Background: an optimization exercise with open tools, aiming at small area. Do not read the settings as production practice. At most, simulation tests tie the RTL to the original design; equivalence was not proved. For run 5, only the layout was checked, not whether the RTL still works. No activity file was given, so power comes from the tool's default toggle rates.

## config.mk

```make
export PLATFORM = sky130hd
export DESIGN_NAME = main
export DESIGN_NICKNAME = main
export VERILOG_FILES = /design/flow/design.v
export SDC_FILE = /design/flow/constraint.sdc
export NUM_CORES = 4
export LEC_CHECK = 0
export ABC_AREA = 1
export CAP_MARGIN = 20
export CORE_MARGIN = 2
export CORE_UTILIZATION = 40
export PLACE_DENSITY = 0.6
export SLEW_MARGIN = 20
```

## constraint.sdc

```tcl
create_clock -name core_clock -period 20.0 [get_ports {clk}]
set_input_delay 4.0000 -clock core_clock [delete_from_list [all_inputs] [get_ports {clk}]]
set_output_delay 4.0000 -clock core_clock [all_outputs]
set_load 0.01 [all_outputs]
```

## design.v

```verilog
`timescale 1ns / 1ps
`default_nettype none
module counterModN #(
    parameter X = 5,   
    parameter N = 20   
) (
    input wire clk,       
    input wire ce,        
    input wire en,        
    input wire reset,     
    output reg [X-1:0] count  
);
    always @(posedge clk) begin
        if (reset) begin
            count <= 0;
        end else if (ce && en) begin
            if (count == N - 1) begin
                count <= 0;
            end else begin
                count <= count + 1;
            end
        end
    end
endmodule
`timescale 1ns / 1ps
`default_nettype none
module clockDivider #(
    parameter N = 500_000   
)(
    input wire clk,        
    input wire en,         
    input wire rst,        
    output reg clk_out,    
    output wire tick       
);
    wire [31:0] count;     
    counterModN #(.X(32), .N(N)) counterMod (
        .clk(clk),
        .ce(1'b1),
        .reset(rst),
        .en(en),
        .count(count)
    );
    assign tick = (count == N - 1) && !clk_out;
    always @(posedge clk) begin
        if (rst) begin
            clk_out <= 1'b0;
        end else if (count == N - 1) begin
            clk_out <= ~clk_out;
        end
    end
endmodule
`timescale 1ns / 1ps
`default_nettype none
module debouncer(
    input wire clk,        
    input wire ce,         
    input wire rst,        
    input wire in,         
    output wire out         
);
    reg q1, q2, q3;
    always @(posedge clk) begin
        if (rst) begin
            q1 <= 1'b0;
            q2 <= 1'b0;
            q3 <= 1'b0;
        end else if (ce) begin
            q1 <= in;
            q2 <= q1;
            q3 <= q2;
        end 
    end
    assign out = (rst == 1'b1) ? 1'b0 : (q1 & q2 & q3);
endmodule
`timescale 1ns / 1ps
`default_nettype none
module synchronizer(
    input wire clk,       
    input wire ce,        
    input wire rst,       
    input wire in,        
    output wire out       
);
    reg q1, q2;
    always @(posedge clk) begin
        if (rst) begin
            q1 <= 1'b0;
            q2 <= 1'b0;
        end else if (ce) begin
            q1 <= in;
            q2 <= q1;
        end
    end
    assign out = (rst) ? 1'b0 : q2;
endmodule
`timescale 1ns / 1ps
`default_nettype none
module shift_left_register(
    input wire        clk,     
    input wire        ce,      
    input wire        rst,     
    input wire        load,    
    input wire        en,      
    input wire [7:0]  Num,     
    output reg [15:0] Out      
);
    integer i;
    always @(posedge clk) begin
        if (rst) begin
            Out <= 16'b0;
        end else if (ce) begin
            if (load) begin
                Out <= {8'b0, Num};
            end else if (en) begin
                for (i = 15; i > 0; i = i - 1) begin
                    Out[i] <= Out[i - 1];
                end
                Out[0] <= 1'b0;
            end
        end
    end
endmodule
`timescale 1ns / 1ps
`default_nettype none
module shift_right_register(
    input wire clk,          
    input wire ce,           
    input wire rst,          
    input wire load,         
    input wire en,           
    input wire [7:0] Num,    
    output reg [7:0] Out     
);
    integer i;
    always @(posedge clk) begin
        if (rst) begin
            Out <= 8'b0;
        end else if (ce) begin
            if (load) begin
                Out <= Num;   
            end else if (en) begin
                for (i = 7; i > 0; i = i - 1) begin
                    Out[i - 1] <= Out[i];
                end
                Out[7] <= 1'b0;   
            end
        end
    end
endmodule
`timescale 1ns / 1ps
`default_nettype none
module CU(
    input wire b0,        
    input wire z,         
    input wire load,      
    output wire Psel,     
    output wire EP,       
    output wire EA,       
    output wire EB,       
    output wire LA,       
    output wire LB,       
    output wire RstP      
);
    assign Psel = b0;
    assign EP = (b0 & ~load);
    assign EA = (~z | load);
    assign EB = (~z | load);
    assign LA = load;
    assign LB = load;
    assign RstP = load;
endmodule
`timescale 1ns / 1ps
`default_nettype none
module BCD #(
    parameter W = 18   
)(
    input wire [W-1:0] bin,            
    output reg [W+(W-4)/3:0] bcd       
);
    integer i, j;
    always @(bin) begin
        for (i = 0; i <= W + (W-4)/3; i = i + 1) begin
            bcd[i] = 1'b0;
        end
        bcd[W-1:0] = bin;
        for (i = 0; i <= W - 4; i = i + 1) begin
            for (j = 0; j <= i / 3; j = j + 1) begin
                if (bcd[W - i + 4*j -: 4] > 4) begin                   
                    bcd[W - i + 4*j -: 4] = bcd[W - i + 4*j -: 4] + 4'd3;
                end
            end
        end
    end
endmodule
`timescale 1ns / 1ps
`default_nettype none
module seven_seg_decoder(
    input wire en,           
    input wire [3:0] num,    
    output reg [6:0] seg     
);
    always @ (num or en) begin
        if (en) begin
            case(num)
                4'd0: seg = 7'b1000000;   
                4'd1: seg = 7'b1111001;   
                4'd2: seg = 7'b0100100;   
                4'd3: seg = 7'b0110000;   
                4'd4: seg = 7'b0011001;   
                4'd5: seg = 7'b0010010;   
                4'd6: seg = 7'b0000010;   
                4'd7: seg = 7'b1111000;   
                4'd8: seg = 7'b0000000;   
                4'd9: seg = 7'b0010000;   
                default: seg = 7'b1111111;  
            endcase
        end else begin
            seg = 7'b1111111;   
        end
    end
endmodule
`timescale 1ns / 1ps
`default_nettype none
module seven_segment_scroller #(
    parameter DIV = 250000            
)(
    input wire clk,                   
    input wire reset,                 
    input wire button_left,           
    input wire button_right,          
    input wire [19:0] product,        
    input wire sign,                  
    output reg [6:0] seg,             
    output reg [3:0] an               
);
    wire slow_tick;                            
    wire slow_level;
    wire [1:0] switch_position;                
    wire debounced_button_left, debounced_button_right;
    wire final_button_left, final_button_right;
    wire [6:0] segment_internal[4:0];          
    reg [2:0] digit_selection;        
    clockDivider #(DIV) clk_divider (
        .clk(clk),
        .en(1'b1),
        .rst(reset),
        .clk_out(slow_level),
        .tick(slow_tick)
    );
    counterModN #(.X(2), .N(4)) position_counter (
        .clk(clk),
        .ce(slow_tick),
        .reset(reset),
        .en(1'b1),
        .count(switch_position)
    );
    debouncer btn_debouncer_left (
        .clk(clk),
        .ce(slow_tick),
        .rst(reset),
        .in(button_left),
        .out(debounced_button_left)
    );
    synchronizer btn_synchronizer_left (
        .clk(clk),
        .ce(slow_tick),
        .rst(reset),
        .in(debounced_button_left),
        .out(final_button_left)
    );
    debouncer btn_debouncer_right (
        .clk(clk),
        .ce(slow_tick),
        .rst(reset),
        .in(button_right),
        .out(debounced_button_right)
    );
    synchronizer btn_synchronizer_right (
        .clk(clk),
        .ce(slow_tick),
        .rst(reset),
        .in(debounced_button_right),
        .out(final_button_right)
    );
    reg button_right_old, button_left_old;
    reg button_right_raise, button_left_raise;  
    always @(posedge clk) begin
        if (reset) begin
            digit_selection <= 3'b000;
            button_right_old <= 0;
            button_left_old <= 0;
            button_right_raise <= 0;
            button_left_raise <= 0;
        end else if (slow_tick) begin
            button_right_raise <= (button_right_old != final_button_right && final_button_right == 1'b1);
            button_left_raise <= (button_left_old != final_button_left && final_button_left == 1'b1);
            button_right_old <= final_button_right;
            button_left_old <= final_button_left;
            if (button_right_raise) begin
                if (digit_selection > 0) begin
                    digit_selection <= digit_selection - 1;
                end
                button_right_raise <= 0;
            end
            if (button_left_raise) begin
                if (digit_selection < 2) begin
                    digit_selection <= digit_selection + 1;
                end
                button_left_raise <= 0;
            end
        end
    end
    seven_seg_decoder decoder_digit_0 (.en(1'b1), .num(product[3:0]), .seg(segment_internal[0]));
    seven_seg_decoder decoder_digit_1 (.en(1'b1), .num(product[7:4]), .seg(segment_internal[1]));
    seven_seg_decoder decoder_digit_2 (.en(1'b1), .num(product[11:8]), .seg(segment_internal[2]));
    seven_seg_decoder decoder_digit_3 (.en(1'b1), .num(product[15:12]), .seg(segment_internal[3]));
    seven_seg_decoder decoder_digit_4 (.en(1'b1), .num(product[19:16]), .seg(segment_internal[4]));
    always @(*) begin
        case (switch_position)
            2'b00: begin
                an = 4'b1110;
                seg = segment_internal[digit_selection];
            end
            2'b01: begin
                an = 4'b1101;
                seg = segment_internal[digit_selection + 1];
            end
            2'b10: begin
                an = 4'b1011;
                seg = segment_internal[digit_selection + 2];
            end
            2'b11: begin
                an = 4'b0111;
                if (sign == 1)
                    seg = 7'b0111111; 
                else
                    seg = 7'b1111111;
            end
            default: begin
                an = 4'b1111;
                seg = 7'b0000000;
            end
        endcase
    end
endmodule
`timescale 1ns / 1ps
`default_nettype none
module abs8(input wire [7:0] x, output reg [7:0] y);
    integer k;
    reg seen;
    always @(*) begin
        seen = 1'b0;
        for (k = 0; k < 8; k = k + 1) begin
            y[k] = x[k] ^ (x[7] & seen);
            seen = seen | x[k];
        end
    end
endmodule
module bin2bcd8(input wire [7:0] bin, output wire [8:0] bcd);
    function [3:0] add3(input [3:0] d);
        case (d)
            4'd5: add3 = 4'd8;
            4'd6: add3 = 4'd9;
            4'd7: add3 = 4'd10;
            4'd8: add3 = 4'd11;
            4'd9: add3 = 4'd12;
            default: add3 = d;
        endcase
    endfunction
    reg [11:0] dd;
    integer i;
    always @(*) begin
        dd = 12'd0;
        for (i = 7; i >= 0; i = i - 1) begin
            dd[3:0] = add3(dd[3:0]);
            dd[7:4] = add3(dd[7:4]);
            dd = {dd[10:0], bin[i]};
        end
    end
    assign bcd = dd[8:0];
endmodule
module bcd_dbl(input wire [16:0] x, output wire [16:0] y);
    function ge5(input [3:0] d);
        ge5 = d[3] | (d[2] & (d[1] | d[0]));
    endfunction
    function [3:0] dbl_digit(input [3:0] d, input cin);
        dbl_digit = {(d[2] & ~d[1] & ~d[0]) | (d[3] & d[0]),
                     (d[1] & (~d[2] | d[0])) | (d[3] & ~d[0]),
                     (~d[3] & ~d[2] & d[0]) | (d[2] & d[1] & ~d[0]) | (d[3] & ~d[0]),
                     cin};
    endfunction
    assign y[3:0]   = dbl_digit(x[3:0], 1'b0);
    assign y[7:4]   = dbl_digit(x[7:4], ge5(x[3:0]));
    assign y[11:8]  = dbl_digit(x[11:8], ge5(x[7:4]));
    assign y[15:12] = dbl_digit(x[15:12], ge5(x[11:8]));
    assign y[16]    = ge5(x[15:12]);
endmodule
module bcd_add(input wire [16:0] a, input wire [16:0] b, output wire [16:0] y);
    function [4:0] add_digit(input [3:0] a, input [3:0] b, input cin);
        reg [4:0] s;
        reg c, k;
        integer n;
        begin
            c = cin;
            for (n = 0; n < 4; n = n + 1) begin
                s[n] = a[n] ^ b[n] ^ c;
                c = (a[n] & b[n]) | (c & (a[n] ^ b[n]));
            end
            s[4] = c;
            k = s[4] | (s[3] & (s[2] | s[1]));
            add_digit = {k, s[3] ^ (k & (s[2] | s[1])), s[2] ^ (k & ~s[1]), s[1] ^ k, s[0]};
        end
    endfunction
    wire [4:0] s0 = add_digit(a[3:0],   b[3:0],   1'b0);
    wire [4:0] s1 = add_digit(a[7:4],   b[7:4],   s0[4]);
    wire [4:0] s2 = add_digit(a[11:8],  b[11:8],  s1[4]);
    wire [4:0] s3 = add_digit(a[15:12], b[15:12], s2[4]);
    assign y = {a[16] ^ b[16] ^ s3[4], s3[3:0], s2[3:0], s1[3:0], s0[3:0]};
endmodule
module step_ctrl(
    input wire clk, input wire rst, input wire btnC,
    output wire mtick, output wire stick, output wire load
);
    reg [3:0] mdiv;
    assign mtick = &mdiv;
    assign stick = (mdiv[2:0] == 3'd3);
    always @(posedge clk) begin
        if (rst) mdiv <= 4'd8;
        else     mdiv <= {mdiv[3] ^ (&mdiv[2:0]), mdiv[2] ^ (&mdiv[1:0]), mdiv[1] ^ mdiv[0], ~mdiv[0]};
    end
    reg [1:0] crun;
    reg cs1, cs2;
    assign load = cs2;
    always @(posedge clk) begin
        if (rst) begin
            crun <= 2'd0;
            cs1 <= 1'b0;
            cs2 <= 1'b0;
        end else if (mtick) begin
            crun <= btnC ? {crun[1] | crun[0], crun[1] | ~crun[0]} : 2'd0;
            cs1 <= &crun;
            cs2 <= cs1;
        end
    end
endmodule
module scroll_btn(
    input wire clk, input wire rst, input wire ce, input wire btn,
    output wire raise
);
    reg [1:0] run;
    reg [2:0] pend;
    assign raise = (pend == 3'd1);
    always @(posedge clk) begin
        if (rst) begin
            run <= 2'd0;
            pend <= 3'd0;
        end else if (ce) begin
            run <= btn ? {run[1] | run[0], run[1] | ~run[0]} : 2'd0;
            if (btn && run == 2'd2) pend <= 3'd4;
            else case (pend)
                3'd4: pend <= 3'd3;
                3'd3: pend <= 3'd2;
                3'd2: pend <= 3'd1;
                default: pend <= 3'd0;
            endcase
        end
    end
endmodule
module scroller(
    input wire clk, input wire rst, input wire stick,
    input wire btnL, input wire btnR,
    output reg [1:0] pos, output reg [1:0] wsel
);
    wire lraise, rraise;
    scroll_btn left(.clk(clk), .rst(rst), .ce(stick), .btn(btnL), .raise(lraise));
    scroll_btn right(.clk(clk), .rst(rst), .ce(stick), .btn(btnR), .raise(rraise));
    always @(posedge clk) begin
        if (rst) begin
            pos <= 2'd0;
            wsel <= 2'd0;
        end else if (stick) begin
            pos <= {pos[1] ^ pos[0], ~pos[0]};
            if (lraise && wsel != 2'd2)
                wsel <= {wsel[0], ~wsel[0]};
            else if (rraise && wsel != 2'd0)
                wsel <= {1'b0, wsel[1]};
        end
    end
endmodule
module display(
    input wire [1:0] pos, input wire [1:0] wsel,
    input wire [16:0] prod, input wire sign,
    output reg [6:0] seg, output reg [3:0] an
);
    reg [2:0] idx;
    always @(*) begin
        case ({wsel, pos})
            4'b0000: idx = 3'd0;
            4'b0001: idx = 3'd1;
            4'b0010: idx = 3'd2;
            4'b0100: idx = 3'd1;
            4'b0101: idx = 3'd2;
            4'b0110: idx = 3'd3;
            4'b1000: idx = 3'd2;
            4'b1001: idx = 3'd3;
            4'b1010: idx = 3'd4;
            default: idx = 3'd0;
        endcase
    end
    reg [3:0] digit;
    always @(*) begin
        case (idx)
            3'd0: digit = prod[3:0];
            3'd1: digit = prod[7:4];
            3'd2: digit = prod[11:8];
            3'd3: digit = prod[15:12];
            default: digit = {3'd0, prod[16]};
        endcase
    end
    always @(*) begin
        case (pos)
            2'd0: an = 4'b1110;
            2'd1: an = 4'b1101;
            2'd2: an = 4'b1011;
            default: an = 4'b0111;
        endcase
        if (pos == 2'd3) begin
            seg = sign ? 7'b0111111 : 7'b1111111;
        end else begin
            case (digit)
                4'd0: seg = 7'b1000000;
                4'd1: seg = 7'b1111001;
                4'd2: seg = 7'b0100100;
                4'd3: seg = 7'b0110000;
                4'd4: seg = 7'b0011001;
                4'd5: seg = 7'b0010010;
                4'd6: seg = 7'b0000010;
                4'd7: seg = 7'b1111000;
                4'd8: seg = 7'b0000000;
                default: seg = 7'b0010000;
            endcase
        end
    end
endmodule
module main #(
    parameter MAIN_DIV = 8,      
    parameter SCAN_DIV = 4       
)(
    input wire clk,
    input wire rst,    
    input wire btnC,   
    input wire btnL,   
    input wire btnR,   
    input wire [7:0] num1,   
    input wire [7:0] num2,   
    output wire [6:0] seg,            
    output wire [3:0] an,              
    output wire multiplicationFinished    
);
    wire mtick, stick, load;
    step_ctrl ctrl(.clk(clk), .rst(rst), .btnC(btnC), .mtick(mtick), .stick(stick), .load(load));
    wire [7:0] mag1, mag2;
    wire [8:0] mag1_bcd;
    abs8 abs1(.x(num1), .y(mag1));
    abs8 abs2(.x(num2), .y(mag2));
    bin2bcd8 conv(.bin(mag1), .bcd(mag1_bcd));
    reg [7:0] mcand;         
    reg [16:0] mplier;       
    reg [16:0] prod;         
    reg sign;
    assign multiplicationFinished = (mcand == 8'd0);
    wire [16:0] mplier_dbl;
    bcd_dbl dbl(.x(mplier), .y(mplier_dbl));
    wire add_en = mtick & ~load & mcand[0];
    wire [16:0] sum;
    bcd_add adder(.a(prod), .b(mplier & {17{add_en}}), .y(sum));
    always @(posedge clk) begin
        if (rst) begin
            mcand <= 8'd0;
            sign <= 1'b0;
        end else if (mtick) begin
            if (load) begin
                mcand <= mag2;
                sign <= (num1[7] ^ num2[7]) && num1 != 8'd0 && num2 != 8'd0;
            end else begin
                mcand <= {1'b0, mcand[7:1]};
            end
        end
    end
    always @(posedge clk) begin
        if (rst || (mtick && load)) prod <= 17'd0;
        else                        prod <= sum;
    end
    always @(posedge clk) begin
        if (mtick) begin
            if (load) mplier <= {8'd0, mag1_bcd};
            else      mplier <= mplier_dbl;
        end
    end
    wire [1:0] pos, wsel;
    scroller scr(.clk(clk), .rst(rst | load), .stick(stick), .btnL(btnL), .btnR(btnR),
                 .pos(pos), .wsel(wsel));
    display disp(.pos(pos), .wsel(wsel), .prod(prod), .sign(sign), .seg(seg), .an(an));
endmodule
```

## flow/run.sh

```bash
#!/bin/bash
# Own layout flow: the standard synthesis, then the combinational logic
# between the registers re-mapped by ABC for area (registers, their names
# and cell types untouched), then the standard layout with small port
# buffers and small clock buffers.
set -euo pipefail
WORK=$(pwd)
FLOW=$WORK/flow
R=$WORK/orfs/results/${FLOW_PLATFORM}/main/base
LIB=$FLOW_HOME/platforms/${FLOW_PLATFORM}/lib/sky130_fd_sc_hd__tt_025C_1v80.lib

# 1. standard synthesis
bash standard.sh synth > $WORK/flow_synth.log 2>&1

# 2. re-map the logic
cp $R/1_2_yosys.v $WORK/std_netlist.v
python3 $FLOW/genmodels.py $LIB > $WORK/cell_models.v 2> $WORK/flow_genmodels.log
DU=$(sed -n '/DONT_USE_CELLS +=/,/^#/p' $FLOW_HOME/platforms/${FLOW_PLATFORM}/config.mk \
     | grep -o "sky130_fd_sc_hd__[a-z0-9_]*" | sed 's/^/-dont_use /' | tr '\n' ' ')
yosys -l $WORK/flow_resynth.log -p "
read_verilog $WORK/cell_models.v
read_verilog $WORK/std_netlist.v
hierarchy -top $FLOW_TOP
flatten
opt -purge
techmap
opt -fast -purge
abc -liberty $LIB $DU -script $FLOW/resynth.abc
opt_clean -purge
hilomap -singleton -hicell sky130_fd_sc_hd__conb_1 HI -locell sky130_fd_sc_hd__conb_1 LO
insbuf -buf sky130_fd_sc_hd__buf_1 A X
splitnets
opt_clean -purge
stat -liberty $LIB
write_verilog -noattr -nohex -nodec $WORK/resynth_netlist.v
" > /dev/null

# keep the registers: same instance names and cell types as the standard synthesis
regs() { grep -oE "sky130_fd_sc_hd__[a-z0-9]*df[a-z0-9_]* +[^ (]+" "$1" | sort; }
if [[ "$(regs $WORK/std_netlist.v)" != "$(regs $WORK/resynth_netlist.v)" ]]; then
  echo "register mismatch after resynthesis; using the standard netlist" >> $WORK/flow_resynth.log
else
  cp $WORK/resynth_netlist.v $R/1_2_yosys.v
  touch $R/1_2_yosys.v
fi

# 3. layout
bash standard.sh \
  "BUFFER_PORTS_ARGS=-buffer_cell sky130_fd_sc_hd__buf_1" \
  "CTS_ARGS=${FLOW_CTS_ARGS:--sink_clustering_enable -repair_clock_nets -dont_use_dummy_load -buf_list {sky130_fd_sc_hd__clkbuf_4 sky130_fd_sc_hd__clkbuf_8}}" \
  finish > $WORK/flow_layout.log 2>&1
```

## flow/genmodels.py

```python
# Generate Verilog models of sky130hd cells from the liberty: combinational
# cells as assigns, sequential cells as blackboxes (or behavioural with -sim).
import re, sys
lib = sys.argv[1]; sim = len(sys.argv) > 2 and sys.argv[2] == '-sim'
txt = open(lib).read()
out = []
# split into cells
for m in re.finditer(r'\n\s*cell\s*\(\s*"?([\w]+)"?\s*\)\s*\{', txt):
    name = m.group(1); start = m.end()
    depth = 1; i = start
    while depth:
        c = txt[i]
        if c == '{': depth += 1
        elif c == '}': depth -= 1
        i += 1
    body = txt[start:i]
    pins = []
    for pm in re.finditer(r'\n\s*pin\s*\(\s*"?(\w+)"?\s*\)\s*\{', body):
        ps = pm.end(); d = 1; j = ps
        while d:
            c = body[j]
            if c == '{': d += 1
            elif c == '}': d -= 1
            j += 1
        pb = body[ps:j]
        dm = re.search(r'direction\s*:\s*"?(\w+)"?', pb)
        fm = re.search(r'\bfunction\s*:\s*"([^"]*)"', pb)
        pins.append((pm.group(1), dm.group(1) if dm else None, fm.group(1) if fm else None))
    seq = re.search(r'\n\s*(ff|latch|statetable)\s*\(', body) is not None
    seen=set(); pins=[p for p in pins if not (p[0] in seen or seen.add(p[0]))]
    if not pins: continue
    ins = [p for p in pins if p[1] == 'input']
    outs = [p for p in pins if p[1] == 'output']
    if not outs: continue
    ports = [p[0] for p in ins + outs]
    if seq:
        if not sim:
            out.append(f"(* blackbox *)\nmodule {name}(" + ", ".join(ports) + ");")
            for p in ins: out.append(f"  input {p[0]};")
            for p in outs: out.append(f"  output {p[0]};")
            out.append("endmodule")
        continue
    if any(p[2] is None for p in outs): continue
    out.append(f"module {name}(" + ", ".join(ports) + ");")
    for p in ins: out.append(f"  input {p[0]};")
    for p in outs:
        f = p[2].replace('!', '~').replace('+', '|').replace('*', '&')
        f = re.sub(r'(\w)\s+(?=[\w(~])', r'\1 & ', f)  # implicit AND by space
        out.append(f"  output {p[0]};\n  assign {p[0]} = {f};")
    out.append("endmodule")
if sim:
    out.append("""module sky130_fd_sc_hd__dfxtp_1(CLK, D, Q); input CLK, D; output reg Q; always @(posedge CLK) Q <= D; endmodule
module sky130_fd_sc_hd__dfxtp_2(CLK, D, Q); input CLK, D; output reg Q; always @(posedge CLK) Q <= D; endmodule
module sky130_fd_sc_hd__dfxtp_4(CLK, D, Q); input CLK, D; output reg Q; always @(posedge CLK) Q <= D; endmodule
module sky130_fd_sc_hd__edfxtp_1(CLK, D, DE, Q); input CLK, D, DE; output reg Q; always @(posedge CLK) if (DE) Q <= D; endmodule""")
print("\n".join(out))
```

## flow/resynth.abc

```
strash
dc2
balance; rewrite; refactor; balance; rewrite; rewrite -z; balance; refactor -z; rewrite -z; balance
dch -f
amap
topo
```

## standard.sh

```bash
#!/bin/bash
# synth_recipe.tcl (not shown) runs the flow's synth.tcl, then flattens the netlist and writes it again
# the make line also repeats each setting of config.mk as NAME=value (left out here)
make -C /OpenROAD-flow-scripts/flow DESIGN_CONFIG=/design/flow/config.mk WORK_HOME=/design/flow/orfs CLKGATE_MAP_FILE= SYNTH_SCRIPT=/design/flow/synth_recipe.tcl "${@:-finish}"
```

==> impl_metrics.env, run 1 <==
export IMPL_run_status="timing/DRC/antenna clean"
export IMPL_max_slew_worst_pin_slew_ns=0.666
export IMPL_p_seq_share_pct=56.1
export IMPL_grtUsageTotal_pct=18.6
export IMPL_power_density_nw_per_um2=57.4
export IMPL_layout_nets=602
export IMPL_critPathKind="flop to flop"
export IMPL_stdcell_count=708
export IMPL_io_pins=33
export IMPL_setup_tns_ns=0
export IMPL_start_util_pct=41.2
export IMPL_post_dp_cell_area_um2=4120
export IMPL_hpwlAfterDp_um=6740
export IMPL_crit_path_end_kind="flop"
export IMPL_slew_viol_final=0
export IMPL_numCtsBuffers=9
export IMPL_antenna_cells=0
export IMPL_drt_iter0_markers=200
export IMPL_cts_setup_buffers=0
export IMPL_critPathMaxStageDelay_ns=0.38
export IMPL_drc=0
export IMPL_hp_class="flop to flop"
export IMPL_first_pass_iters=5
export IMPL_synthesis_area_um2=3810
export IMPL_post_route_util_pct=45.9
export IMPL_place_gp_congestion=0.820
export IMPL_grt_pass1_wl_um=15300
export IMPL_grt_max_degree=20
export IMPL_io_buffers=32
export IMPL_finalSetupViolCount=0
export IMPL_worst_path_most_repeated_cell="nor2_1"
export IMPL_netlist_instances=535
export IMPL_vias_per_cell=5.38
export IMPL_final_cell_area_um2=4240
export IMPL_cts_max_path_buffers=2
export IMPL_cts_resized=0
export IMPL_swShare_pct=24.9
export IMPL_combinationalPowerShare_pct=9.1
export IMPL_clock_sinks=65
export IMPL_die_h_um=102
export IMPL_num_vias=3812
export IMPL_layout_min_cycle_time_ns=9.28
export IMPL_ctsHtreeMaxLevel=3
export IMPL_coreArea_um2=9240
export IMPL_worst_path_max_delay_cell="nand2_1"
export IMPL_dp_slack_ns=10.98
export IMPL_fmax_ghz=0.108
export IMPL_die_w_um=102
export IMPL_grt_pass1_vias=3369
export IMPL_p_int_uw=183
export IMPL_layout_drive_gt1_share_pct=2.07
export IMPL_drv_cap=0
export IMPL_postRouteAntennaNets=0
export IMPL_skew_ns=0.0268
export IMPL_cts_hold_buf=0
export IMPL_die_area_um2=10300
export IMPL_hold_violations=0
export IMPL_drt_wl_total_um=8930
export IMPL_place_inst=699
export IMPL_fin_crit_sh_pct=46.4
export IMPL_synth_warnings=9
export IMPL_clk_latency_ns=0.35
export IMPL_clk_pin_slew_ns=0.06
export IMPL_avgSynthCellArea_um2=7.12
export IMPL_power_uw=243
export IMPL_worst_hold_slack_ns=0.428
export IMPL_antenna_found_initial=0
export IMPL_cp_start_kind="flop"
export IMPL_peakVddDrop_v=0.0000271
export IMPL_tritoncts="yes"
export IMPL_area_growth_pct=11.2
export IMPL_synth_fp_nets=556
export IMPL_grt_overflow=0
export IMPL_root_buffer="clkbuf_8"
export IMPL_worst_ep_arrival_time_ns=9.51
export IMPL_worstPathMaxFanout=18
export IMPL_power_share_clock_pct=34.8
export IMPL_max_slew_margin_pct=55.6
export IMPL_rows=35
export IMPL_p_leak_nw=1.40
export IMPL_rsz0062_at_grt="false"
export IMPL_wire_per_inst_um=12.6
export IMPL_fin_ws_ns=10.72
export IMPL_required_ns=20.23
export IMPL_switchingPower_uw=60.5
==> power groups by stage <==
stage	combinational [mW]	sequential (mW)	clock (mW)
final	0.0222	0.136	0.0848
after global routing	0.0258	0.137	0.0922
after CTS	0.0222	0.136	0.0866
after detailed placement	0.0221	0.139	0
after global placement	0.0213	0.139	0
after floorplan	0.0152	0.139	0
==> worst max-delay path, delay by kind of cell (launching register included) <==
kind	cells	cell delay, ns
AOI/OAI and AO/OA	23	4.43
buffers and inverters	4	0.61
DFF	1	0.35
and+or+nand+nor	29	3.76
==> routing by layer <==
| layer | track usage [%] | up-vias | part of all wire [%] |
|---|---|---|---|
| li1 | - | 2028 | - |
| met1 | 24.8 | 1707 | 49 |
| met2 | 30.7 | 69 | 47 |
| met3 | 4.00 | 8 | 3.5 |
| met4 | 4.99 | 0 | 1.1 |
| met5 | 0 | - | 0 |
==> cell usage in the layout (no fill, tap or decap), types with 2 or more instances in the layout <==
cell       instances
nor2_1           122
clkinv_1          55
o21ai_0           50
dfxtp_1           48
nand2_1           42
a21oi_1           42
buf_1             32
nor3_1            26
nand3_1           23
edfxtp_1          17
a31oi_1           14
o21a_1            12
nor2b_1           10
clkbuf_8           9
a211oi_1           8
o22ai_1            8
a22oi_1            8
a222oi_1           7
o32ai_1            7
a2111oi_0          5
or2_0              5
a32oi_1            5
or3_1              4
nand2b_1           3
buf_4              3
o21bai_1           2
o31ai_1            2
==> sequential cells by signal, indices dropped and copies added (netlist names), named ones only <==
register,cells
prod,17
ctrl.mdiv,4
ctrl.crun,2
mplier,15
scr.right.run,2
mcand,8
ctrl.cs1,1
scr.wsel,2
scr.left.pend,3
scr.pos,2
scr.right.pend,3
ctrl.cs2,1
sign,1
scr.left.run,2
==> layout make-up <==
cell class,count,area (µm²)
Sequential cell,65,1470
Tap cell,129,161
Timing Repair Buffer,35,143
Inverter,55,206
Clock buffer,9,124
Fill cell,945,5000
Multi-Input combinational cell,415,2130
==> final timing paths <==
check	from	to	slack (ns)	depth (start not counted)
max	ctrl.mdiv[0]$_SDFF_PP0_	prod[13]$_SDFF_PP0_	10.72	56
min	ctrl.mdiv[0]$_SDFF_PP0_	ctrl.mdiv[0]$_SDFF_PP0_	0.43	1
max reg2reg	ctrl.mdiv[0]$_SDFF_PP0_	prod[13]$_SDFF_PP0_	10.72	56
min reg2reg	ctrl.mdiv[0]$_SDFF_PP0_	ctrl.mdiv[0]$_SDFF_PP0_	0.43	1
==> inputs of run 2 (changes only) <==
--- a/flow/run.sh
+++ b/flow/run.sh
@@ -48,4 +48,4 @@
 bash standard.sh \
   "BUFFER_PORTS_ARGS=-buffer_cell sky130_fd_sc_hd__buf_1" \
-  "CTS_ARGS=${FLOW_CTS_ARGS:--sink_clustering_enable -repair_clock_nets -dont_use_dummy_load -buf_list {sky130_fd_sc_hd__clkbuf_4 sky130_fd_sc_hd__clkbuf_8}}" \
+  "CTS_ARGS=${FLOW_CTS_ARGS:--sink_clustering_enable -repair_clock_nets -dont_use_dummy_load -sink_clustering_size 33 -sink_clustering_max_diameter 150 -buf_list {sky130_fd_sc_hd__clkbuf_16}}" \
   finish > $WORK/flow_layout.log 2>&1
==> run 2 against run 1 <==
Still clean. Synthesized cell count unchanged. Wire length up 0.55%. Clock skew down 0.0090 ns. Via count grew 0.21%. Sequential power is essentially flat. Cell area up 2.4%. Global-route usage decreased by 0.058 points. Die area unchanged. Largest power group unchanged. Highest routed layer unchanged.
==> impl_metrics.env, run 2 <==
export IMPL_wire_per_inst_um=12.7
export IMPL_critPathKind="flop to flop"
export IMPL_drc=0
export IMPL_die_h_um=102
export IMPL_rsz0062_at_grt="false"
export IMPL_skew_ns=0.0178
export IMPL_numCtsBuffers=9
export IMPL_worst_path_max_delay_cell="nand2_1"
export IMPL_layout_nets=602
export IMPL_synth_warnings=9
export IMPL_peakVddDrop_v=0.0000490
export IMPL_drt_iter0_markers=216
export IMPL_io_pins=33
export IMPL_largest_reg_flops=17
export IMPL_vias_per_cell=5.40
export IMPL_reg_largest_list="prod: 17 flops, mplier: 15 flops, mcand: 8 flops"
export IMPL_synth_fp_nets=556
export IMPL_netlist_instances=535
export IMPL_reg2reg_to="prod[13]$_SDFF_PP0_"
export IMPL_start_util_pct=41.2
export IMPL_grtUsageTotal_pct=18.6
export IMPL_startpoint="ctrl.mdiv[0]$_SDFF_PP0_"
export IMPL_cts_hold_buf=0
export IMPL_multi_input_area_um2=2130
export IMPL_run_status="timing/DRC/antenna clean"
export IMPL_antenna_found_initial=0
export IMPL_worst_path_most_repeated_cell="nor2_1"
export IMPL_tritoncts="yes"
export IMPL_hp_class="flop to flop"
export IMPL_area_growth_pct=13.9
export IMPL_power_density_nw_per_um2=66.1
export IMPL_grt_overflow=0
export IMPL_grt_pass1_vias=3421
export IMPL_grt_max_degree=20
export IMPL_avgSynthCellArea_um2=7.12
export IMPL_crit_end="prod[13]$_SDFF_PP0_"
export IMPL_place_gp_congestion=0.820
export IMPL_ctsHtreeMaxLevel=3
export IMPL_drv_cap=0
export IMPL_die_area_um2=10300
export IMPL_holdPathStages=1
export IMPL_r2r_slack_ns=10.71
export IMPL_cts_resized=0
export IMPL_postRouteAntennaNets=0
export IMPL_drt_wl_total_um=8980
export IMPL_num_fill_cells=934
export IMPL_critPathMaxStageDelay_ns=0.37
export IMPL_layout_drive_gt1_share_pct=2.07
export IMPL_cts_setup_buffers=0
export IMPL_final_cell_area_um2=4340
export IMPL_coreArea_um2=9240
export IMPL_r2r_cells=56
export IMPL_grt_pass1_wl_um=15400
export IMPL_post_route_util_pct=47.0
export IMPL_slew_viol_final=0
export IMPL_antenna_cells=0
export IMPL_io_buffers=32
export IMPL_finalSetupViolCount=0
export IMPL_seqCellArea_um2=1470
export IMPL_cp_start_kind="flop"
export IMPL_r2r_start="ctrl.mdiv[0]$_SDFF_PP0_"
export IMPL_clock_sinks=65
export IMPL_synthesis_area_um2=3810
export IMPL_final_cell_mix="nor2_1 (122), clkinv_1 (55), o21ai_0 (50), dfxtp_1 (48)"
export IMPL_max_slew_worst_pin_slew_ns=0.666
export IMPL_setup_tns_ns=0
export IMPL_max_flop_register="prod"
export IMPL_p_leak_nw=1.44
export IMPL_required_ns=20.20
export IMPL_fin_crit_sh_pct=46.4
export IMPL_final_common_cell="nor2_1"
export IMPL_post_dp_cell_area_um2=4120
export IMPL_hpwlAfterDp_um=6740
export IMPL_clk_latency_ns=0.33
export IMPL_layout_min_cycle_time_ns=9.29
export IMPL_worstPathMaxFanout=18
export IMPL_rows=35
export IMPL_hold_violations=0
export IMPL_crit_path_end_kind="flop"
export IMPL_worst_ep_arrival_time_ns=9.49
export IMPL_fmax_ghz=0.108
export IMPL_clk_pin_slew_ns=0.05
export IMPL_die_w_um=102
export IMPL_cts_max_path_buffers=2
export IMPL_max_slew_margin_pct=55.5
export IMPL_first_pass_iters=7
export IMPL_num_vias=3820
export IMPL_root_buffer="clkbuf_16"
[run 2: final cells by class]
cell class	instances	area share, %
clock buffers	9	5.19
flip-flops and latches	65	33.9
inverters	55	4.76
repair buffers	35	3.29
multi-input cells	415	49.1
well taps	129	3.72
[run 2: metal layers]
metal,GRT usage [%],share of wire [%]
met4,3.74,0.91
met2,31.4,47
met3,3.59,3.9
met1,24.8,48
met5,0,0
[run 2: through the flow]
step                      hold WS [ns]  std cells  total power [mW]  setup WS [ns]
after CTS                        0.429        708             0.289          10.91
after global placement           0.413        699             0.161          11.45
final                            0.426        708             0.287          10.71
after detailed placement         0.418        699             0.162          10.98
after global routing             0.443        708             0.298           9.27
after floorplan                  0.398        535             0.154          11.64
[run 2: critical path, delay by kind of cell, from the launching register on]
kind | cells | cell delay, ns
buffers and inverters | 4 | 0.61
flip-flops | 1 | 0.35
AND/OR/NAND/NOR | 29 | 3.75
AO/OA/AOI/OAI | 23 | 4.45
[run 2: power by group]
part / switching (mW) / internal [mW] / total, mW
Sequential: 0.000910 / 0.136 / 0.137
Combinational: 0.0150 / 0.00726 / 0.0222
Clock: 0.0495 / 0.0785 / 0.128
[run 2: how the worst min path moves through the flow]
stage	start	slack [ns]	endpoint
2_1_floorplan	ctrl.mdiv[0]$_SDFF_PP0_	0.40	ctrl.mdiv[0]$_SDFF_PP0_
3_3_place_gp	ctrl.mdiv[0]$_SDFF_PP0_	0.41	ctrl.mdiv[0]$_SDFF_PP0_
3_5_place_dp	ctrl.mdiv[0]$_SDFF_PP0_	0.42	ctrl.mdiv[0]$_SDFF_PP0_
4_1_cts	ctrl.mdiv[0]$_SDFF_PP0_	0.43	ctrl.mdiv[0]$_SDFF_PP0_
5_1_grt	ctrl.mdiv[0]$_SDFF_PP0_	0.44	ctrl.mdiv[0]$_SDFF_PP0_
6_report	ctrl.mdiv[0]$_SDFF_PP0_	0.43	ctrl.mdiv[0]$_SDFF_PP0_
==> inputs of run 3 (changes only) <==
--- a/flow/run.sh
+++ b/flow/run.sh
@@ -48,4 +48,4 @@
 bash standard.sh \
   "BUFFER_PORTS_ARGS=-buffer_cell sky130_fd_sc_hd__buf_1" \
-  "CTS_ARGS=${FLOW_CTS_ARGS:--sink_clustering_enable -repair_clock_nets -dont_use_dummy_load -sink_clustering_size 33 -sink_clustering_max_diameter 150 -buf_list {sky130_fd_sc_hd__clkbuf_16}}" \
+  "CTS_ARGS=${FLOW_CTS_ARGS:--sink_clustering_enable -repair_clock_nets -dont_use_dummy_load -sink_clustering_size 22 -sink_clustering_max_diameter 100 -buf_list {sky130_fd_sc_hd__clkbuf_8}}" \
   finish > $WORK/flow_layout.log 2>&1
==> run 3 against run 2 <==
Largest cell class unchanged. Worst setup slack better by 0.0042 ns. Total power is 15% lower. Cell area is 2.3% lower. Sequential cell count stayed put. Clock power is 34% lower. Utilization is 1.1 points lower. Global-route usage is 0.058 points higher. Worst hold slack better by 0.0022 ns. Register-to-register slack hardly changed. Non-clock buffer count stayed put. Combinational power hardly changed.
==> impl_metrics.env, run 3 <==
export IMPL_run_status="timing/DRC/antenna clean"
export IMPL_worst_path_most_repeated_cell="nor2_1"
export IMPL_worst_ep_arrival_time_ns=9.51
export IMPL_drt_wl_total_um=8930
export IMPL_num_fill_cells=945
export IMPL_r2r_slack_ns=10.72
export IMPL_drc=0
export IMPL_stdcell_count=708
export IMPL_grtUsageTotal_pct=18.6
export IMPL_cts_max_path_buffers=2
export IMPL_peakVddDrop_v=0.0000271
export IMPL_grt_pass1_vias=3369
export IMPL_layout_min_cycle_time_ns=9.28
export IMPL_io_buffers=32
export IMPL_rows=35
export IMPL_fin_crit_sh_pct=46.4
export IMPL_area_growth_pct=11.2
export IMPL_fin_ws_ns=10.72
export IMPL_worst_hold_slack_ns=0.428
export IMPL_hp_class="flop to flop"
export IMPL_critPathMaxStageDelay_ns=0.38
export IMPL_clk_latency_ns=0.35
export IMPL_avgSynthCellArea_um2=7.12
export IMPL_synthesis_area_um2=3810
export IMPL_die_area_um2=10300
export IMPL_multi_input_area_um2=2130
export IMPL_slew_viol_final=0
export IMPL_die_h_um=102
export IMPL_final_common_cell="nor2_1"
export IMPL_rsz0062_at_grt="false"
export IMPL_wire_per_inst_um=12.6
export IMPL_place_gp_congestion=0.820
export IMPL_die_w_um=102
export IMPL_drv_cap=0
export IMPL_netlist_instances=535
export IMPL_first_pass_iters=5
export IMPL_grt_pass1_wl_um=15300
export IMPL_clock_sinks=65
export IMPL_antenna_cells=0
export IMPL_critPathKind="flop to flop"
export IMPL_power_density_nw_per_um2=57.4
export IMPL_reg2reg_to="prod[13]$_SDFF_PP0_"
export IMPL_cp_start_kind="flop"
export IMPL_required_ns=20.23
export IMPL_p_leak_nw=1.40
export IMPL_r2r_start="ctrl.mdiv[0]$_SDFF_PP0_"
export IMPL_worstPathMaxFanout=18
export IMPL_grt_max_degree=20
export IMPL_numCtsBuffers=9
export IMPL_dp_slack_ns=10.98
export IMPL_drt_iter0_markers=200
export IMPL_final_cell_area_um2=4240
export IMPL_seqCellArea_um2=1470
export IMPL_skew_ns=0.0268
export IMPL_post_route_util_pct=45.9
export IMPL_grt_overflow=0
export IMPL_synth_fp_nets=556
export IMPL_power_uw=243
export IMPL_root_buffer="clkbuf_8"
export IMPL_max_slew_margin_pct=55.6
export IMPL_place_inst=699
export IMPL_coreArea_um2=9240
export IMPL_hold_violations=0
export IMPL_max_slew_worst_pin_slew_ns=0.666
export IMPL_reg_largest_list="prod: 17 flops, mplier: 15 flops, mcand: 8 flops"
export IMPL_ctsHtreeMaxLevel=3
export IMPL_cts_resized=0
export IMPL_hpwlAfterDp_um=6740
export IMPL_postRouteAntennaNets=0
export IMPL_post_dp_cell_area_um2=4120
export IMPL_clk_pin_slew_ns=0.06
export IMPL_start_util_pct=41.2
export IMPL_fmax_ghz=0.108
export IMPL_r2r_cells=56
export IMPL_layout_nets=602
export IMPL_max_flop_register="prod"
export IMPL_synth_warnings=9
export IMPL_layout_drive_gt1_share_pct=2.07
export IMPL_crit_path_end_kind="flop"
export IMPL_finalSetupViolCount=0
export IMPL_antenna_found_initial=0
export IMPL_startpoint="ctrl.mdiv[0]$_SDFF_PP0_"
export IMPL_crit_end="prod[13]$_SDFF_PP0_"
export IMPL_io_pins=33
export IMPL_num_vias=3812
export IMPL_vias_per_cell=5.38
export IMPL_setup_tns_ns=0
export IMPL_final_cell_mix="nor2_1 (122), clkinv_1 (55), o21ai_0 (50), dfxtp_1 (48)"
export IMPL_worst_path_max_delay_cell="nand2_1"
export IMPL_largest_reg_flops=17
export IMPL_cts_hold_buf=0
export IMPL_tritoncts="yes"
export IMPL_cts_setup_buffers=0
-- run 3: cell type report --
class                   count  share of cell area, %
multi-input cells         415                   50.3
flip-flops and latches     65                   34.7
inverters                  55                   4.87
well taps                 129                   3.81
repair buffers             35                   3.36
clock buffers               9                   2.92
-- run 3: where the power goes --
group	internal (mW)	total (mW)	switching [mW]
Combinational	0.00726	0.0222	0.0149
Clock	0.0400	0.0848	0.0447
Sequential	0.136	0.136	0.000909
-- run 3: worst max-delay path: cells and delay by family (launching register included) --
| family | cells | cell delay (ns) |
|---|---|---|
| AO/OA/AOI/OAI | 23 | 4.43 |
| AND/OR/NAND/NOR | 29 | 3.76 |
| buffers and inverters | 4 | 0.61 |
| flip-flops | 1 | 0.35 |
-- run 3: how the worst min path moves through the flow --
stage	start	to	slack, ns	cells past startpoint
after floorplan	ctrl.mdiv[0]$_SDFF_PP0_	ctrl.mdiv[0]$_SDFF_PP0_	0.40	1
after global placement	ctrl.mdiv[0]$_SDFF_PP0_	ctrl.mdiv[0]$_SDFF_PP0_	0.41	1
after detailed placement	ctrl.mdiv[0]$_SDFF_PP0_	ctrl.mdiv[0]$_SDFF_PP0_	0.42	1
after CTS	ctrl.mdiv[0]$_SDFF_PP0_	ctrl.mdiv[0]$_SDFF_PP0_	0.43	1
after global routing	ctrl.mdiv[0]$_SDFF_PP0_	ctrl.mdiv[0]$_SDFF_PP0_	0.45	1
final	ctrl.mdiv[0]$_SDFF_PP0_	ctrl.mdiv[0]$_SDFF_PP0_	0.43	1
-- run 3: metal layers --
metal / vias up / share of wire [%] / track usage, %
met5: - / 0 / 0
met4: 0 / 1.1 / 4.99
met3: 8 / 3.5 / 4.00
met2: 69 / 47 / 30.7
met1: 1707 / 49 / 24.8
li1: 2028 / - / -
==> inputs of run 4 (changes only) <==
--- a/design.v
+++ b/design.v
@@ -358,28 +358,5 @@
     end
 endmodule
-module bin2bcd8(input wire [7:0] bin, output wire [8:0] bcd);
-    function [3:0] add3(input [3:0] d);
-        case (d)
-            4'd5: add3 = 4'd8;
-            4'd6: add3 = 4'd9;
-            4'd7: add3 = 4'd10;
-            4'd8: add3 = 4'd11;
-            4'd9: add3 = 4'd12;
-            default: add3 = d;
-        endcase
-    endfunction
-    reg [11:0] dd;
-    integer i;
-    always @(*) begin
-        dd = 12'd0;
-        for (i = 7; i >= 0; i = i - 1) begin
-            dd[3:0] = add3(dd[3:0]);
-            dd[7:4] = add3(dd[7:4]);
-            dd = {dd[10:0], bin[i]};
-        end
-    end
-    assign bcd = dd[8:0];
-endmodule
-module bcd_dbl(input wire [16:0] x, output wire [16:0] y);
+module bcd_dbl(input wire [16:0] x, input wire cin, output wire [16:0] y);
     function ge5(input [3:0] d);
         ge5 = d[3] | (d[2] & (d[1] | d[0]));
@@ -391,5 +368,5 @@
                      cin};
     endfunction
-    assign y[3:0]   = dbl_digit(x[3:0], 1'b0);
+    assign y[3:0]   = dbl_digit(x[3:0], cin);
     assign y[7:4]   = dbl_digit(x[7:4], ge5(x[3:0]));
     assign y[11:8]  = dbl_digit(x[11:8], ge5(x[7:4]));
@@ -421,8 +398,9 @@
 module step_ctrl(
     input wire clk, input wire rst, input wire btnC,
-    output wire mtick, output wire stick, output wire load
+    output wire mtick, output wire stick, output wire load, output wire mdiv3
 );
     reg [3:0] mdiv;
     assign mtick = &mdiv;
+    assign mdiv3 = mdiv[3];
     assign stick = (mdiv[2:0] == 3'd3);
     always @(posedge clk) begin
@@ -449,20 +427,21 @@
     output wire raise
 );
-    reg [1:0] run;
-    reg [2:0] pend;
-    assign raise = (pend == 3'd1);
+    reg [1:0] r, p;
+    assign raise = (p == 2'd1);
+    wire r2 = (r == 2'd2);
     always @(posedge clk) begin
         if (rst) begin
-            run <= 2'd0;
-            pend <= 3'd0;
+            r <= 2'd0;
+            p <= 2'd0;
         end else if (ce) begin
-            run <= btn ? {run[1] | run[0], run[1] | ~run[0]} : 2'd0;
-            if (btn && run == 2'd2) pend <= 3'd4;
-            else case (pend)
-                3'd4: pend <= 3'd3;
-                3'd3: pend <= 3'd2;
-                3'd2: pend <= 3'd1;
-                default: pend <= 3'd0;
+            if (!btn) r <= 2'd0;
+            else case (r)
+                2'd0: r <= 2'd1;
+                2'd1: r <= 2'd2;
+                2'd2: r <= (p == 2'd3) ? 2'd3 : 2'd2;
+                default: r <= 2'd3;
             endcase
+            if (r2 && (btn || p == 2'd3)) p <= 2'd3;
+            else p <= {p[1] & p[0], p[1] & ~p[0]};
         end
     end
@@ -559,11 +538,9 @@
     output wire multiplicationFinished    
 );
-    wire mtick, stick, load;
-    step_ctrl ctrl(.clk(clk), .rst(rst), .btnC(btnC), .mtick(mtick), .stick(stick), .load(load));
+    wire mtick, stick, load, mdiv3;
+    step_ctrl ctrl(.clk(clk), .rst(rst), .btnC(btnC), .mtick(mtick), .stick(stick), .load(load), .mdiv3(mdiv3));
     wire [7:0] mag1, mag2;
-    wire [8:0] mag1_bcd;
     abs8 abs1(.x(num1), .y(mag1));
     abs8 abs2(.x(num2), .y(mag2));
-    bin2bcd8 conv(.bin(mag1), .bcd(mag1_bcd));
     reg [7:0] mcand;         
     reg [16:0] mplier;       
@@ -571,6 +548,8 @@
     reg sign;
     assign multiplicationFinished = (mcand == 8'd0);
+    reg cvt;                 
+    wire cvt_step = cvt & ~mdiv3;
     wire [16:0] mplier_dbl;
-    bcd_dbl dbl(.x(mplier), .y(mplier_dbl));
+    bcd_dbl dbl(.x(mplier), .cin(cvt_step & mplier[16]), .y(mplier_dbl));
     wire add_en = mtick & ~load & mcand[0];
     wire [16:0] sum;
@@ -594,7 +573,12 @@
     end
     always @(posedge clk) begin
+        if (mtick) cvt <= load;
+    end
+    always @(posedge clk) begin
         if (mtick) begin
-            if (load) mplier <= {8'd0, mag1_bcd};
+            if (load) mplier <= {mag1, 9'd0};
             else      mplier <= mplier_dbl;
+        end else if (cvt_step) begin
+            mplier <= {mplier[15:9], 1'b0, mplier_dbl[8:0]};
         end
     end
--- a/flow/run.sh
+++ b/flow/run.sh
@@ -48,4 +48,4 @@
 bash standard.sh \
   "BUFFER_PORTS_ARGS=-buffer_cell sky130_fd_sc_hd__buf_1" \
-  "CTS_ARGS=${FLOW_CTS_ARGS:--sink_clustering_enable -repair_clock_nets -dont_use_dummy_load -sink_clustering_size 22 -sink_clustering_max_diameter 100 -buf_list {sky130_fd_sc_hd__clkbuf_8}}" \
+  "CTS_ARGS=${FLOW_CTS_ARGS:--sink_clustering_enable -repair_clock_nets -dont_use_dummy_load -buf_list {sky130_fd_sc_hd__clkbuf_4 sky130_fd_sc_hd__clkbuf_8}}" \
   finish > $WORK/flow_layout.log 2>&1
==> run 4 against run 3 <==
Worst setup slack lost 0.12 ns. Sequential cell count fell by 1. Combinational power is 7% higher. Wire length down 4.1%. Clock power fell by 1%. First-iteration DRC count decreased by 4.0%. Sequential share of layout area is 1.6 points higher. Fmax down 1.3%. Sequential power about the same. Cell area shrank 5.0%. Total power shrank 0.16%. Non-clock buffer count shrank 1. Largest cell class unchanged. Highest routed layer unchanged.
==> impl_metrics.env, run 4 <==
export IMPL_run_status="timing/DRC/antenna clean"
export IMPL_skew_ns=0.0232
export IMPL_layout_drive_gt1_share_pct=2.01
export IMPL_fin_ws_ns=10.60
export IMPL_required_ns=20.20
export IMPL_synth_fp_nets=526
export IMPL_io_buffers=32
export IMPL_reg2reg_to="prod[13]$_SDFF_PP0_"
export IMPL_area_growth_pct=10.8
export IMPL_crit_path_end_kind="flop"
export IMPL_coreArea_um2=8760
export IMPL_max_slew_margin_pct=47.5
export IMPL_r2r_slack_ns=10.60
export IMPL_reg_largest_list="prod: 17 flops, mplier: 15 flops, mcand: 8 flops"
export IMPL_grt_pass1_vias=3255
export IMPL_largest_reg_flops=17
export IMPL_worstPathMaxFanout=23
export IMPL_tritoncts="yes"
export IMPL_numCtsBuffers=9
export IMPL_first_pass_iters=7
export IMPL_worst_path_most_repeated_cell="nor2_1"
export IMPL_die_h_um=99.3
export IMPL_io_pins=33
export IMPL_worst_ep_arrival_time_ns=9.60
export IMPL_drc=0
export IMPL_grt_max_degree=24
export IMPL_r2r_start="ctrl.mdiv[0]$_SDFF_PP0_"
export IMPL_ctsHtreeMaxLevel=3
export IMPL_layout_min_cycle_time_ns=9.40
export IMPL_antenna_found_initial=0
export IMPL_rsz0062_at_grt="false"
export IMPL_power_density_nw_per_um2=60.3
export IMPL_drv_cap=0
export IMPL_start_util_pct=41.5
export IMPL_cts_setup_buffers=0
export IMPL_max_slew_worst_pin_slew_ns=0.785
export IMPL_rows=34
export IMPL_die_area_um2=9860
export IMPL_avgSynthCellArea_um2=7.20
export IMPL_num_vias=3577
export IMPL_final_cell_mix="nor2_1 (126), o21ai_0 (58), clkinv_1 (55), dfxtp_1 (46), nand2_1 (44)"
export IMPL_peakVddDrop_v=0.0000286
export IMPL_grtUsageTotal_pct=18.3
export IMPL_clock_sinks=64
export IMPL_drt_iter0_markers=192
export IMPL_synthesis_area_um2=3630
export IMPL_root_buffer="clkbuf_8"
export IMPL_holdCritStartpoint="ctrl.mdiv[0]$_SDFF_PP0_"
export IMPL_p_leak_nw=1.36
export IMPL_clk_pin_slew_ns=0.07
export IMPL_cts_max_path_buffers=2
export IMPL_drt_wl_total_um=8560
export IMPL_worst_path_max_delay_cell="nand2_1"
export IMPL_clk_latency_ns=0.34
export IMPL_layout_nets=571
export IMPL_antenna_cells=0
export IMPL_postRouteAntennaNets=0
export IMPL_hpwlAfterDp_um=6480
export IMPL_cts_resized=0
export IMPL_max_flop_register="prod"
export IMPL_hp_class="flop to flop"
export IMPL_cts_hold_buf=0
export IMPL_holdPathStages=1
export IMPL_netlist_instances=505
export IMPL_place_gp_congestion=0.830
export IMPL_min_delay_worst_endpoint="ctrl.mdiv[0]$_SDFF_PP0_"
export IMPL_dp_slack_ns=10.70
export IMPL_slew_viol_final=0
export IMPL_fin_crit_sh_pct=47.0
export IMPL_setup_tns_ns=0
export IMPL_grt_pass1_wl_um=14700
export IMPL_final_common_cell="nor2_1"
export IMPL_critPathKind="flop to flop"
export IMPL_grt_overflow=0
export IMPL_die_w_um=99.3
export IMPL_cp_start_kind="flop"
export IMPL_fmax_ghz=0.106
export IMPL_r2r_cells=59
export IMPL_finalSetupViolCount=0
export IMPL_hold_violations=0
export IMPL_critPathMaxStageDelay_ns=0.45
export IMPL_vias_per_cell=5.45
export IMPL_synth_warnings=8
export IMPL_wire_per_inst_um=13.0
[run 4: cell count changes in the layout (fill, tap and decap cells not counted), moves of 3 or more]
cell,delta
nor4_1,+3
or2_0,-4
nor3_1,-5
nor2_1,+4
o21a_1,-3
a221oi_1,+3
a222oi_1,-3
a32oi_1,-3
nand3_1,-18
o32ai_1,-3
nand2b_1,-3
o21ai_0,+8
a31oi_1,-3
a21oi_1,-7
[run 4: power breakdown]
part | leakage, nW | switching (mW) | total [mW] | internal (mW)
clock | 0.0647 | 0.0436 | 0.0836 | 0.0400
combinational | 0.762 | 0.0157 | 0.0238 | 0.00817
sequential | 0.535 | 0.00129 | 0.136 | 0.134
total | 1.36 | 0.0605 | 0.243 | 0.182
[run 4: critical path: cells and delay by family, from the launching register on]
kind            cells  cell delay [ns]
buf+inv             4             0.50
simple gates       32             4.27
flops               1             0.35
compound gates     23             4.15
[run 4: worst max path at each step]
stage | endpoint | slack (ns) | from | depth (start not counted)
floorplan | prod[13]$_SDFF_PP0_ | 11.49 | ctrl.mdiv[0]$_SDFF_PP0_ | 59
global placement | prod[13]$_SDFF_PP0_ | 11.18 | ctrl.mdiv[0]$_SDFF_PP0_ | 59
finish | prod[13]$_SDFF_PP0_ | 10.60 | ctrl.mdiv[0]$_SDFF_PP0_ | 59
detailed placement | prod[13]$_SDFF_PP0_ | 10.70 | ctrl.mdiv[0]$_SDFF_PP0_ | 59
CTS | prod[13]$_SDFF_PP0_ | 10.67 | ctrl.mdiv[0]$_SDFF_PP0_ | 59
global route | prod[13]$_SDFF_PP0_ | 8.68 | ctrl.mdiv[0]$_SDFF_PP0_ | 59
[run 4: layout make-up]
cell class              count  area [µm²]
repair buffers             34         135
flip-flops and latches     64        1460
inverters                  55         206
well taps                 108         135
multi-input cells         386        1970
fillers                   906        4740
clock buffers               9         124
[run 4: stage by stage]
| step | hold WS, ns | power [mW] | cell area (µm²) | util (%) | instances |
|---|---|---|---|---|---|
| after floorplan | 0.398 | 0.154 | 3630 | - | 505 |
| after global placement | 0.411 | 0.162 | 3900 | 44.5 | 647 |
| after detailed placement | 0.440 | 0.162 | 3900 | 44.5 | 647 |
| after CTS | 0.455 | 0.247 | 4030 | 46.0 | 656 |
| after global routing | 0.479 | 0.255 | 4030 | 46.0 | 656 |
| final | 0.442 | 0.243 | 4030 | 46.0 | 656 |
[run 4: metal layers]
metal  share of wire [%]  GRT usage [%]  wire [µm]
met4                 1.1           4.95         91
met5                   0              0          0
met2                  44           28.7       3760
met1                  51           25.7       4380
met3                 3.8           4.01        322
==> inputs of run 5 (changes only) <==
--- a/design.v
+++ b/design.v
@@ -508,16 +508,11 @@
             seg = sign ? 7'b0111111 : 7'b1111111;
         end else begin
-            case (digit)
-                4'd0: seg = 7'b1000000;
-                4'd1: seg = 7'b1111001;
-                4'd2: seg = 7'b0100100;
-                4'd3: seg = 7'b0110000;
-                4'd4: seg = 7'b0011001;
-                4'd5: seg = 7'b0010010;
-                4'd6: seg = 7'b0000010;
-                4'd7: seg = 7'b1111000;
-                4'd8: seg = 7'b0000000;
-                default: seg = 7'b0010000;
-            endcase
+            seg[0] = (digit[0] & ~digit[1] & ~digit[2] & ~digit[3]) | (~digit[0] & ~digit[1] & digit[2]);
+            seg[1] = (digit[0] & ~digit[1] & digit[2]) | (~digit[0] & digit[1] & digit[2]);
+            seg[2] = (~digit[0] & digit[1] & ~digit[2]);
+            seg[3] = (digit[0] & ~digit[1] & ~digit[2] & ~digit[3]) | (~digit[0] & ~digit[1] & digit[2]) | (digit[0] & digit[1] & digit[2]);
+            seg[4] = (digit[0]) | (~digit[1] & digit[2]);
+            seg[5] = (digit[0] & ~digit[2] & ~digit[3]) | (digit[1] & ~digit[2]) | (digit[0] & digit[1]);
+            seg[6] = (~digit[1] & ~digit[2] & ~digit[3]) | (digit[0] & digit[1] & digit[2]);
         end
     end
==> flow/run.sh (replaced) <==
#!/bin/bash
# Own layout flow: the standard synthesis; then the combinational logic
# between the registers re-mapped by ABC for area with a few scripts, keeping
# the smallest netlist (registers, their names and cell types untouched);
# then the standard layout with small port buffers and no CTS dummy loads.
set -euo pipefail
WORK=$(pwd)
FLOW=$WORK/flow
R=$WORK/orfs/results/${FLOW_PLATFORM}/main/base
LIB=$FLOW_HOME/platforms/${FLOW_PLATFORM}/lib/sky130_fd_sc_hd__tt_025C_1v80.lib

# 1. standard synthesis
bash standard.sh synth > $WORK/flow_synth.log 2>&1

# 2. re-map the logic
cp $R/1_2_yosys.v $WORK/std_netlist.v
python3 $FLOW/genmodels.py $LIB > $WORK/cell_models.v 2> $WORK/flow_genmodels.log
DU=$(sed -n '/DONT_USE_CELLS +=/,/^#/p' $FLOW_HOME/platforms/${FLOW_PLATFORM}/config.mk \
     | grep -o "sky130_fd_sc_hd__[a-z0-9_]*" | sed 's/^/-dont_use /' | tr '\n' ' ')
regs() { grep -oE "sky130_fd_sc_hd__[a-z0-9]*df[a-z0-9_]* +[^ (]+" "$1" | sort; }
best=""; best_area=""
for S in $FLOW/resynth_*.abc; do
  n=$(basename $S .abc)
  yosys -l $WORK/flow_$n.log -p "
read_verilog $WORK/cell_models.v
read_verilog $WORK/std_netlist.v
hierarchy -top $FLOW_TOP
flatten
opt -purge
techmap
opt -fast -purge
abc -liberty $LIB $DU -script $S
opt_clean -purge
hilomap -singleton -hicell sky130_fd_sc_hd__conb_1 HI -locell sky130_fd_sc_hd__conb_1 LO
insbuf -buf sky130_fd_sc_hd__buf_1 A X
splitnets
opt_clean -purge
tee -o $WORK/$n.stat stat -liberty $LIB
write_verilog -noattr -nohex -nodec $WORK/$n.v
" > /dev/null 2>&1 || continue
  area=$(grep "Chip area" $WORK/$n.stat | grep -oE "[0-9.]+$" || true)
  [[ -n "$area" ]] || continue
  # keep the registers: same instance names and cell types as the standard synthesis
  [[ "$(regs $WORK/std_netlist.v)" == "$(regs $WORK/$n.v)" ]] || { echo "$n: register mismatch" >> $WORK/flow_pick.log; continue; }
  echo "$n: $area" >> $WORK/flow_pick.log
  if [[ -z "$best" ]] || awk "BEGIN{exit !($area < $best_area)}"; then best=$n; best_area=$area; fi
done
echo "picked: ${best:-standard}" >> $WORK/flow_pick.log
if [[ -n "$best" ]]; then
  cp $WORK/$best.v $R/1_2_yosys.v
  touch $R/1_2_yosys.v
fi

# 3. layout
bash standard.sh \
  "BUFFER_PORTS_ARGS=-buffer_cell sky130_fd_sc_hd__buf_1" \
  "CTS_ARGS=-sink_clustering_enable -repair_clock_nets -dont_use_dummy_load -buf_list {sky130_fd_sc_hd__clkbuf_4}" \
  finish > $WORK/flow_layout.log 2>&1
==> flow/resynth_a1.abc (new file) <==
strash
dc2
balance; rewrite; refactor; balance; rewrite; rewrite -z; balance; refactor -z; rewrite -z; balance
dch -f
amap
topo
==> flow/resynth_a4.abc (new file) <==
strash
&get -n
&deepsyn -T 20
&put
dch -f
amap
topo
==> flow/resynth_a5.abc (new file) <==
strash
dc2
balance; rewrite; refactor; balance; rewrite; rewrite -z; balance; refactor -z; rewrite -z; balance
dch -f
amap
mfs2
strash
dch -f
amap
topo
==> flow/resynth_a7.abc (new file) <==
strash
ifraig
scorr
dc2
balance; rewrite; refactor; balance; rewrite; rewrite -z; balance; refactor -z; rewrite -z; balance
dch -f
amap
topo
removed: flow/resynth.abc
==> run 5 against run 4 <==
Sequential cell count is the same. Non-clock buffer count grew 1. Via count grew 0.53%. Critical endpoint is now prod[14]$_SDFF_PP0_. Clock power shrank 27%. Clock-buffer cell count is the same. Register-to-register slack lost 0.59 ns. Clock skew grew 0.026 ns. Total power shrank 13%.
==> impl_metrics.env, run 5 <==
export IMPL_coreArea_um2=8720
export IMPL_synthesis_area_um2=3600
export IMPL_worstPathMaxFanout=22
export IMPL_postRouteAntennaNets=0
export IMPL_cp_start_kind="flop"
export IMPL_critPathKind="flop to flop"
export IMPL_layout_drive_gt1_share_pct=2.23
export IMPL_hpwlAfterDp_um=6560
export IMPL_num_vias=3596
export IMPL_worst_hold_slack_ns=0.438
export IMPL_max_slew_worst_pin_slew_ns=0.721
export IMPL_final_cell_mix="nor2_1 (137), clkinv_1 (56), dfxtp_1 (46), nand2_1 (36), o21ai_0 (36)"
export IMPL_root_buffer="clkbuf_4"
export IMPL_path_delay_family="simple AND/OR/NAND/NOR gates"
export IMPL_slew_viol_final=0
export IMPL_io_buffers=32
export IMPL_cts_setup_buffers=0
export IMPL_netlist_instances=495
export IMPL_first_pass_iters=5
export IMPL_area_growth_pct=9.58
export IMPL_post_dp_cell_area_um2=3880
export IMPL_cts_max_path_buffers=2
export IMPL_avgSynthCellArea_um2=7.28
export IMPL_tritoncts="yes"
export IMPL_rows=34
export IMPL_drc=0
export IMPL_grt_max_degree=24
export IMPL_synth_fp_nets=516
export IMPL_r2r_start="ctrl.mdiv[0]$_SDFF_PP0_"
export IMPL_start_util_pct=41.3
export IMPL_r2r_slack_ns=10.01
export IMPL_die_h_um=98.9
export IMPL_hold_violations=0
export IMPL_wire_per_inst_um=13.4
export IMPL_worst_ep_arrival_time_ns=10.26
export IMPL_clock_sinks=64
export IMPL_reg2reg_to="prod[14]$_SDFF_PP0_"
export IMPL_rsz0062_at_grt="false"
export IMPL_grt_pass1_vias=3238
export IMPL_final_common_cell="nor2_1"
export IMPL_largest_reg_flops=17
export IMPL_drt_iter0_markers=210
export IMPL_startpoint="ctrl.mdiv[0]$_SDFF_PP0_"
export IMPL_reg_largest_list="prod: 17 flops, mplier: 15 flops, mcand: 8 flops"
export IMPL_critPathMaxStageDelay_ns=0.45
export IMPL_skew_ns=0.0488
export IMPL_io_pins=33
export IMPL_post_route_util_pct=45.3
export IMPL_antenna_found_initial=0
export IMPL_ctsHtreeMaxLevel=3
export IMPL_crit_path_end_kind="flop"
export IMPL_setup_tns_ns=0
export IMPL_max_slew_margin_pct=51.8
export IMPL_die_area_um2=9780
export IMPL_vias_per_cell=5.56
export IMPL_worst_path_max_delay_cell="nand2_1"
export IMPL_final_cell_area_um2=3950
export IMPL_clk_pin_slew_ns=0.12
export IMPL_cts_resized=0
export IMPL_fmax_ghz=0.100
export IMPL_power_density_nw_per_um2=53.4
export IMPL_finalSetupViolCount=0
export IMPL_die_w_um=98.9
export IMPL_layout_min_cycle_time_ns=9.99
export IMPL_r2r_cells=55
export IMPL_path_depth=55
export IMPL_hp_class="flop to flop"
export IMPL_cts_hold_buf=0
export IMPL_run_status="timing/DRC/antenna clean"
export IMPL_max_flop_register="prod"
export IMPL_p_leak_nw=1.33
export IMPL_antenna_cells=0
export IMPL_required_ns=20.27
export IMPL_grtUsageTotal_pct=18.3
export IMPL_synth_warnings=8
export IMPL_grt_pass1_wl_um=14600
export IMPL_fin_crit_sh_pct=49.9
export IMPL_holdPathStages=1
export IMPL_grt_overflow=0
export IMPL_place_gp_congestion=0.843
export IMPL_crit_buf_inv=5
export IMPL_worst_path_most_repeated_cell="nor2_1"
export IMPL_numCtsBuffers=9
export IMPL_peakVddDrop_v=0.0000295
export IMPL_crit_end="prod[14]$_SDFF_PP0_"
export IMPL_drt_wl_total_um=8650
export IMPL_layout_nets=562
export IMPL_drv_cap=0
export IMPL_clk_latency_ns=0.41
## run 5: changes by cell type in the layout (fill, tap and decap cells not counted), sizes merged, moves of 4 or more
cell	change
nor2	+11
o21bai	-4
a222oi	+4
o21ai	-21
nand2	-8
a21oi	-5
a221oi	+4
nor2b	-5
## run 5: layout make-up
| class | count | area, µm² |
|---|---|---|
| fillers | 893 | 4770 |
| multi-input cells | 375 | 1930 |
| flip-flops and latches | 64 | 1460 |
| inverters | 56 | 210 |
| repair buffers | 35 | 143 |
| well taps | 108 | 135 |
| clock buffers | 9 | 67.6 |
## run 5: worst min-delay path by stage
stage                                  from                      end  slack, ns
finish              ctrl.mdiv[0]$_SDFF_PP0_  ctrl.mdiv[0]$_SDFF_PP0_       0.44
global route        ctrl.mdiv[0]$_SDFF_PP0_  ctrl.mdiv[0]$_SDFF_PP0_       0.47
CTS                 ctrl.mdiv[0]$_SDFF_PP0_  ctrl.mdiv[0]$_SDFF_PP0_       0.44
detailed placement  ctrl.mdiv[0]$_SDFF_PP0_  ctrl.mdiv[0]$_SDFF_PP0_       0.42
global placement    ctrl.mdiv[0]$_SDFF_PP0_  ctrl.mdiv[0]$_SDFF_PP0_       0.41
floorplan           ctrl.mdiv[0]$_SDFF_PP0_  ctrl.mdiv[0]$_SDFF_PP0_       0.40
## run 5: where the power goes
part / leakage, nW / internal, mW / switching (mW)
combinational: 0.751 / 0.00495 / 0.00947
sequential: 0.533 / 0.134 / 0.000939
clock: 0.0414 / 0.0209 / 0.0405
total: 1.33 / 0.160 / 0.0509
## run 5: per-stage QoR
step	total power, mW	std cells	setup slack [ns]
final	0.211	647	10.01
after global routing	0.220	647	8.24
after CTS	0.213	647	10.15
after detailed placement	0.152	638	10.23
after global placement	0.152	638	10.68
after floorplan	0.147	495	11.42
## run 5: layer usage
| layer | GRT usage [%] | wire, µm |
|---|---|---|
| met5 | 0 | 0 |
| met4 | 6.32 | 119 |
| met3 | 2.48 | 388 |
| met2 | 29.8 | 3830 |
| met1 | 25.0 | 4310 |

[static timing again, ports no longer ideal]
No port has a modelled driver above. Below, the same layouts with a new extraction and two added sets of constraints.
Step 1 (the two cells are an assumption about what drives the block):
set clk [get_ports {clk}]
set_driving_cell -lib_cell sky130_fd_sc_hd__clkbuf_16 $clk
set_driving_cell -lib_cell sky130_fd_sc_hd__buf_2 [delete_from_list [all_inputs] $clk]
Step 2 moves the port delays by t, midway between the first and last clock arrival at a register: inputs arrive t later, outputs are due t later. That takes back most of the time a late clock gives input paths.
Three values: no drivers, after step 1, after step 2; two values: the first two.
run | shift t [ns] | setup slack, ns | worst data-port slew with drivers (ns)
run 1 | 0.369 | 10.716 / 10.716 / 10.716 | 0.03
run 2 | 0.351 | 10.712 / 10.712 / 10.712 | 0.03
run 3 | 0.369 | 10.716 / 10.716 / 10.716 | 0.03
run 4 | 0.354 | 10.598 / 10.598 / 10.598 | 0.03
run 5 | 0.412 | 10.011 / 10.011 / 10.011 | 0.03
After both steps setup and hold are still met in every run listed.
